This is an optimization exercise on Yosys and OpenROAD, whose aim is small area, not a production implementation. In this exercise RTL edits were held to simulation tests only and were not proved equivalent to the original. Power figures rest on the tool's default switching activity, not on a simulated workload.

==> flow/design.v (excerpt) <==
module Display_Top (
    input  logic       iClk,
    input  logic       iRst,
    input  logic [9:0] iX_Pixel,
    input  logic [9:0] iY_Pixel,
    input  logic       iDE,
    input  logic [3:0] iCam_R,
    input  logic [3:0] iCam_G,
    input  logic [3:0] iCam_B,
    input  logic       iIs_Cam_Region,
    input  logic [11:0] iBg_RGB,
    input  logic [5:0] iP1_Pos,
    input  logic [5:0] iP2_Pos,
    input  logic [3:0] iMin10,
    input  logic [3:0] iMin1,
    input  logic [3:0] iSec10,
    input  logic [3:0] iSec1,
    input  logic [2:0] iGame_State,
    input  logic       iWait_P1,
    input  logic       iWait_P2,
    input  logic [1:0] score_p1,
    input  logic [1:0] score_p2,
    output logic [3:0] oFinal_R,
    output logic [3:0] oFinal_G,
    output logic [3:0] oFinal_B
);
    logic is_text, is_main;
    Text_Display U_TEXT (
        .x       (iX_Pixel),
        .y       (iY_Pixel),
        .min10   (iMin10),
        .min1    (iMin1),
        .sec10   (iSec10),
        .sec1    (iSec1),
        .state   (iGame_State),
        .wait_p1 (iWait_P1),
        .wait_p2 (iWait_P2),
        .score_p1(score_p1),
        .score_p2(score_p2),
        .is_text (is_text),
        .is_main (is_main)
    );
    logic is_p1, is_p2;
    Game_Piece_Display U_PIECE (
        .iClk   (iClk),
        .iRst   (iRst),
        .iX     (iX_Pixel),
        .iY     (iY_Pixel),
        .iP1_Pos(iP1_Pos),
        .iP2_Pos(iP2_Pos),
        .oIs_P1 (is_p1),
        .oIs_P2 (is_p2)
    );
    always_comb begin
        if (!iDE)                 {oFinal_R, oFinal_G, oFinal_B} = 12'h000;
        else if (is_text)         {oFinal_R, oFinal_G, oFinal_B} = is_main ? 12'hfff : 12'h000;
        else if (is_p1)           {oFinal_R, oFinal_G, oFinal_B} = 12'hf00;
        else if (is_p2)           {oFinal_R, oFinal_G, oFinal_B} = 12'h00f;
        else if (iIs_Cam_Region)  {oFinal_R, oFinal_G, oFinal_B} = {iCam_R, iCam_G, iCam_B};
  ...
Size in the first run: ~1900 cells after synthesis, ~62 flip-flops.
clock: 15.0 ns
lec_check: 0
cap_margin: 20
core_margin: 2
core_utilization: 60
place_density: 0.75
slew_margin: 20
synth_memory_max_bits: 16384
run.sh (not shown) runs the stock make flow with config.mk's settings and CLKGATE_MAP_FILE= SYNTH_SCRIPT=/design/flow/synth_recipe.tcl, a recipe that flattens the netlist after the stock synthesis.
Next try:
==> flow/flow/run.sh (new file) <==
#!/bin/bash
# Own layout flow: the standard layout (standard.sh) with an area-oriented ABC script
# in synthesis. Each step's full output goes to a log file in this folder.
set -euo pipefail
W=$(pwd)
sed "s#@ABC_SCRIPT@#$W/flow/abc_area.script#" flow/abc_proc.tcl > own_synth.tcl
cat synth_recipe.tcl >> own_synth.tcl
bash standard.sh SYNTH_SCRIPT="$W/own_synth.tcl" finish > layout.log 2>&1
==> flow/flow/abc_area.script (new file) <==
strash
&get -n
&deepsyn -J 20
&put
dch -f
map -a
topo
==> flow/flow/abc_proc.tcl (new file) <==
# Own flow: the standard synthesis (synth_recipe.tcl, appended below) with ORFS's
# delay-oriented ABC mapping replaced by an area-oriented one. Only the combinational
# logic between the registers is re-mapped; the registers are those of the standard synthesis.
proc abc {args} {
  set kept {}
  set skip 0
  foreach a $args {
    if {$skip} { set skip 0; continue }
    if {$a in {-script -constr -D}} { set skip 1; continue }
    lappend kept $a
  }
  yosys abc -script @ABC_SCRIPT@ {*}$kept
}
==> flow/standard.sh (new file) <==
#!/bin/bash
# synth_recipe.tcl (not shown) runs the flow's synth.tcl, then flattens the netlist and writes it again
# the make line also repeats each setting of config.mk as NAME=value (left out here)
make -C /OpenROAD-flow-scripts/flow DESIGN_CONFIG=/design/flow/config.mk WORK_HOME=/design/flow/orfs CLKGATE_MAP_FILE= SYNTH_SCRIPT=/design/flow/synth_recipe.tcl "${@:-finish}"
removed: flow/run.sh
Outcome:
- design area went down by 12%
- first-iteration DRC count rises by 1.9%
- worst setup slack gets worse by 0.54 ns
- core utilization increases by 4.1 points

--- another note on this design; it stands on its own ---

## 08-04
## Display_Top
module Display_Top (
    input  logic       iClk,
    input  logic       iRst,
    input  logic [9:0] iX_Pixel,
    input  logic [9:0] iY_Pixel,
    input  logic       iDE,
    input  logic [3:0] iCam_R,
    input  logic [3:0] iCam_G,
    input  logic [3:0] iCam_B,
    input  logic       iIs_Cam_Region,
    input  logic [11:0] iBg_RGB,
    input  logic [5:0] iP1_Pos,
    input  logic [5:0] iP2_Pos,
    input  logic [3:0] iMin10,
    input  logic [3:0] iMin1,
    input  logic [3:0] iSec10,
    input  logic [3:0] iSec1,
    input  logic [2:0] iGame_State,
    input  logic       iWait_P1,
    input  logic       iWait_P2,
    input  logic [1:0] score_p1,
    input  logic [1:0] score_p2,
    output logic [3:0] oFinal_R,
    output logic [3:0] oFinal_G,
    output logic [3:0] oFinal_B
);
export LEC_CHECK = 0
export CAP_MARGIN = 20
export CORE_MARGIN = 2
export CORE_UTILIZATION = 60
export CTS_BUF_LIST = sky130_fd_sc_hd__clkbuf_8
export PLACE_DENSITY = 0.75
export SLEW_MARGIN = 20
export SYNTH_MEMORY_MAX_BITS = 16384
create_clock -name core_clock -period 15.0 [get_ports {iClk}]
standard.sh (not shown) runs the stock make flow with config.mk's settings and CLKGATE_MAP_FILE= SYNTH_SCRIPT=/design/flow/synth_recipe.tcl, a recipe that flattens the netlist after the stock synthesis.
==> flow/flow/run.sh <==
#!/bin/bash
# Own layout flow: the standard layout (standard.sh) with
#  - an area-oriented ABC script in synthesis, and no full/half-adder cell extraction
#    (ADDER_MAP_FILE empty) so that ABC maps all the logic;
#  - the smallest buffer (buf_1) on each port.
# Each step's full output goes to a log file in this folder.
set -euo pipefail
W=$(pwd)
sed "s#@ABC_SCRIPT@#$W/flow/abc_area.script#" flow/abc_proc.tcl > own_synth.tcl
cat synth_recipe.tcl >> own_synth.tcl
bash standard.sh SYNTH_SCRIPT="$W/own_synth.tcl" ADDER_MAP_FILE= \
  "BUFFER_PORTS_ARGS=-buffer_cell sky130_fd_sc_hd__buf_1" finish > layout.log 2>&1
==> flow/flow/abc_area.script <==
strash
&get -n
&deepsyn -J 20
&put
dch -f
map -a
topo
==> flow/flow/abc_proc.tcl <==
# Own flow: the standard synthesis (synth_recipe.tcl, appended below) with ORFS's
# delay-oriented ABC mapping replaced by an area-oriented one. Only the combinational
# logic between the registers is re-mapped; the registers are those of the standard synthesis.
proc abc {args} {
  set kept {}
  set skip 0
  foreach a $args {
    if {$skip} { set skip 0; continue }
    if {$a in {-script -constr -D}} { set skip 1; continue }
    lappend kept $a
  }
  yosys abc -script @ABC_SCRIPT@ {*}$kept
}
--- input diff 08-04..01-06 ---
==> flow/flow/abc_area.script <==
strash
&get -n
&deepsyn -J 20
&put
dch
amap
topo
-- flow/flow/abc_proc.tcl --
<<< 08-04, line 2
# delay-oriented ABC mapping replaced by an area-oriented one. Only the combinational
>>> 01-06, line 2
# delay-oriented ABC mapping replaced by an area-oriented one (deepsyn, then amap). Only the combinational
[summary]
- 01-06 | stages: all done | timing, DRC, antenna: all pass
- In the metrics for 01-06 and 08-04, the one carrying the lower wire length is 01-06.
- [compare] base=08-04 new=01-06: maximum level of the CTS H-tree barely changed, non-clock buffering overhead in the final layout climbed 0.77 points, clock power dropped about 10%, worst setup slack dropped 800 ps, switching part of the total power climbed 2.0 points.
- 01-06 vs 08-04 on power after layout: 01-06 is the higher one.
- On global-route track usage on met3: 01-06 sits below 08-04.
- Higher finished layout cell area goes to 08-04 over 01-06.
- NOTE synthesized area 08-04->01-06 decreased by a few percent
- 08-04 -> 01-06: number of vias after detailed routing decreased slightly

-- port drivers added, routing unchanged --
The flow's constraints put no driver on any port. The routed layouts listed below were extracted and timed again, unchanged, in two steps.
Step 1, drivers: a clkbuf_16 drives iClk and a buf_2 each remaining input, both assumed.
Step 2 times the ports against the registers' clock, not the clock port: input delays grow and output delays shrink by t, the midpoint of the rising clock arrivals with the driver on.
Three values: ideal ports, drivers, drivers and shift; two values: the first two.
run | t (ns) | slack for setup (ns) | worst hold slack (ns) | latest minus earliest clock arrival (ns) | cell pins on the clock port's net
the first run of note 1 | 0.385 | 1.812 / 1.776 / 1.776 | 0.463 / 0.463 / 0.463 | 0.012 / 0.011 | 1
the second run of note 1 | 0.386 | 1.276 / 1.254 / 1.254 | 0.479 / 0.479 / 0.479 | 0.008 / 0.007 | 1
08-04 | 0.389 | 2.061 / 2.034 / 2.034 | 0.455 / 0.455 / 0.455 | 0.019 / 0.019 | 1
01-06 | 0.397 | 1.260 / 1.236 / 1.236 | 0.464 / 0.464 / 0.464 | 0.013 / 0.014 | 1
After both steps every run listed still meets setup and hold. For the first run of note 1, which loses most, drivers alone change the setup slack by -0.036 ns; drivers and shift together by -0.036 ns.
